Source: an optimization exercise on an open RTL-to-GDS flow (aim: small area and a short achievable clock period). Production flows keep margins and buffers that such runs may drop.
RTL that was checked went through simulation tests only; none was proved equivalent to the original.
No activity file was given, so power comes from the tool's default toggle rates.

Design design_1, start of the top module:
module design_1
   (bias, bias_1, bias_2, bias_3, clk,
    in1, in1_1, in1_2, in1_3, in2, in2_1, in2_2, in2_3,
    in3, in3_1, in3_2, in3_3, in4, in4_1, in4_2, in4_3,
    mac, n_en, n_in, n_in_1, n_in_2, n_in_3,
    n_out, n_out_1, n_out_2, n_out_3,
    outen, outen_1, outen_2, outen_3, p_en,
    p_out, p_out_1, p_out_2, p_out_3, rst,
    wgh, wgh_1, wgh_2, wgh_3);
For scale: about 6300 cells after synthesis, about 590 I/O pins, ~0.052 sq mm of cells after synthesis.
==> module neuron, before the edit <==
module neuron(
  input [15:0] n_in,
  input [15:0] wgh,
  input [15:0] bias,
  input clk,
  input en,
  input rst,
  input mac,
  output [15:0] n_out
);
  reg [14:0] a;          
  reg [7:0]  one, two;   
  reg [6:0]  neg;        
  reg        ts;         
  reg [7:0]  tlo;        
  reg [6:0]  th0, th1;   
  reg        tci;        
  reg [15:0] sum;
  reg        tsum;       
  reg [14:0] nout;
  function [29:0] prefix15(input [14:0] g, input [14:0] p);
    reg [14:0] G, P, Gn, Pn;
    integer i, k;
    begin
      G = g; P = p;
      for (k = 1; k < 15; k = k * 2) begin
        Gn = G; Pn = P;
        for (i = k; i < 15; i = i + 1) begin
          Gn[i] = G[i] | (P[i] & G[i-k]);
          Pn[i] = P[i] & P[i-k];
        end
        G = Gn; P = Pn;
      end
      prefix15 = {P, G};
    end
  endfunction
  wire [17:0] bb = {2'b00, wgh[14:0], 1'b0};
  reg  [7:0]  one_d, two_d;
  reg  [6:0]  neg_d;
  integer k;
  always @* begin
    for (k = 0; k < 8; k = k + 1) begin
      one_d[k] = bb[2*k+1] ^ bb[2*k];
      two_d[k] = (bb[2*k+2] & ~bb[2*k+1] & ~bb[2*k]) | (~bb[2*k+2] & bb[2*k+1] & bb[2*k]);
      if (k < 7) neg_d[k] = bb[2*k+2];
    end
  end
  wire [7:0] plo;
  wire [6:0] ph0, ph1;
  wire       pci;
  mul15x15_booth_split mul (.a(a), .one(one), .two(two), .neg(neg),
    .lo(plo), .hi0(ph0), .hi1(ph1), .ci(pci));
  wire [6:0]  thi = th0 + th1 + tci;
  wire [15:0] temp = {ts, thi, tlo};
  wire [15:0] x  = mac ? bias : temp;
  wire [14:0] sm = sum[14:0];
  wire [14:0] xm = x[14:0];
  wire [14:0] pd = sm ^ ~xm;
  wire [29:0] d  = prefix15(sm & ~xm, pd);
  wire [14:0] gd = d[14:0], ad = d[29:15];
  wire        gt = gd[14];
  wire        eq = ad[14];
  wire [14:0] dif = gt ? (pd ^ {gd[13:0] | ad[13:0], 1'b1}) : ~(pd ^ {gd[13:0], 1'b0});
  wire [14:0] pa = sm ^ xm;
  wire [29:0] s  = prefix15(sm & xm, pa);
  wire [15:0] add = {s[14], pa ^ {s[13:0], 1'b0}};
  wire        same = sum[15] == x[15];
  wire [15:0] nsum = same ? {sum[15], (tsum == sum[15]) ? add[14:0] : 15'h7f80}
                          : {gt ? sum[15] : x[15], dif};
  always @(posedge clk) begin
    if (rst) begin
      a <= 0; one <= 0; two <= 0; neg <= 0;
      ts <= 0; tlo <= 0; th0 <= 0; th1 <= 0; tci <= 0; sum <= 0; tsum <= 0; nout <= 0;
    end else if (en) begin
      tsum <= sum[15] ^ x[15] ^ add[15];
      if (!eq) sum <= nsum;
      if (mac) begin
        nout <= sum[15] ? 15'd0 : sum[14:0];
      end else begin
        a <= n_in[14:0];
        one <= one_d; two <= two_d; neg <= neg_d;
        ts <= n_in[15] ^ wgh[15];
        tlo <= plo; th0 <= ph0; th1 <= ph1; tci <= pci;
      end
    end
  end
  assign n_out = {1'b0, nout};
endmodule
Settings: LEC_CHECK=0, CAP_MARGIN=20, CORE_MARGIN=2, CORE_UTILIZATION=40, PLACE_DENSITY=0.6, SETUP_SLACK_MARGIN=4.8, SLEW_MARGIN=20; clock period 9.0 ns.
standard.sh (not shown) runs the stock make flow with config.mk's settings and CLKGATE_MAP_FILE= SYNTH_SCRIPT=/design/flow/synth_recipe.tcl, a recipe that flattens the netlist after the stock synthesis.
==> flow/flow/run.sh <==
#!/bin/bash
# The standard layout, with the ports buffered by the smallest plain buffer
# (buffer_ports otherwise picks a clkdlybuf4s50_1 delay cell for every port).
set -euo pipefail
export BUFFER_PORTS_ARGS="-buffer_cell sky130_fd_sc_hd__buf_1"
bash standard.sh > standard.log 2>&1
Change:
--- a/flow/design.v
+++ b/flow/design.v
@@ -85,12 +85,17 @@
   reg [15:0] sum;
   reg        tsum;       
   reg [14:0] nout;
-  function [29:0] prefix15(input [14:0] g, input [14:0] p);
-    reg [14:0] G, P, Gn, Pn;
+  function [29:0] prefix15(input [14:0] x, input [14:0] y);
+    reg [14:0] G, P, Gn, Pn, g, p;
     integer i, k;
     begin
+      g = x & y; p = x ^ y;
       G = g; P = p;
-      for (k = 1; k < 15; k = k * 2) begin
+      for (i = 1; i < 15; i = i + 1) begin
+        G[i] = g[i] | (p[i] & x[i-1] & y[i-1]);
+        P[i] = p[i] & p[i-1];
+      end
+      for (k = 2; k < 15; k = k * 2) begin
         Gn = G; Pn = P;
         for (i = k; i < 15; i = i + 1) begin
           Gn[i] = G[i] | (P[i] & G[i-k]);
@@ -123,21 +128,20 @@
   wire [14:0] sm = sum[14:0];
   wire [14:0] xm = x[14:0];
   wire [14:0] pd = sm ^ ~xm;
-  wire [29:0] d  = prefix15(sm & ~xm, pd);
+  wire [29:0] d  = prefix15(sm, ~xm);
   wire [14:0] gd = d[14:0], ad = d[29:15];
   wire        gt = gd[14];
   wire        eq = ad[14];
   wire [14:0] dif = gt ? (pd ^ {gd[13:0] | ad[13:0], 1'b1}) : ~(pd ^ {gd[13:0], 1'b0});
   wire [14:0] pa = sm ^ xm;
-  wire [29:0] s  = prefix15(sm & xm, pa);
+  wire [29:0] s  = prefix15(sm, xm);
   wire [15:0] add = {s[14], pa ^ {s[13:0], 1'b0}};
   wire        same = sum[15] == x[15];
   wire [15:0] nsum = same ? {sum[15], (tsum == sum[15]) ? add[14:0] : 15'h7f80}
                           : {gt ? sum[15] : x[15], dif};
   always @(posedge clk) begin
     if (rst) begin
-      a <= 0; one <= 0; two <= 0; neg <= 0;
-      ts <= 0; tlo <= 0; th0 <= 0; th1 <= 0; tci <= 0; sum <= 0; tsum <= 0; nout <= 0;
+      a <= 0; ts <= 0; tlo <= 0; th0 <= 0; th1 <= 0; tci <= 0; sum <= 0; tsum <= 0; nout <= 0;
     end else if (en) begin
       tsum <= sum[15] ^ x[15] ^ add[15];
       if (!eq) sum <= nsum;
The changed run went through all stages and came out clean.
Sequential cell count does not change.
Count of clock-buffer cells in the layout rose by 1.
Combinational power goes up by 57%.
Core utilization went up by 1.3 points.
Power increases by 30%.
Design area rose by 4.0%.
Wire length goes up by 1.4%.
Synthesized area came out higher by 0.95%.
Cell count came out higher by 2.1%.
Global-route usage stays flat.
Die area increases by 0.94%.
Maximum frequency went up by 1.5%.
Clock skew went down by 20 ps.
Function not checked in the second run of this note: the RTL went through the layout flow alone.

## static timing again, ports no longer ideal
The flow's constraints put no driver on any port. The routed layouts listed below were extracted and timed again, unchanged, in two steps.
Step 1 (the two cells are an assumption about what drives the block):
set clk [get_ports {clk}]
set_driving_cell -lib_cell sky130_fd_sc_hd__clkbuf_16 $clk
set_driving_cell -lib_cell sky130_fd_sc_hd__buf_2 [delete_from_list [all_inputs] $clk]
Step 2 times the ports against the registers' clock, not the clock port: input delays grow and output delays shrink by t, the midpoint of the rising clock arrivals with the driver on.
a / b / c = no drivers / after step 1 / after step 2; a / b = the first two.
run	t, ns	slack for setup (ns)	worst data-port slew with drivers (ns)
the first run	0.748	4.657 / 4.527 / 3.778	0.20
the second run	0.752	4.723 / 4.400 / 3.648	0.41
After both steps setup and hold are still met in every run listed. The setup slack of the second run, which loses most, moves by -0.323 ns with the drivers and by -1.075 ns with both steps.
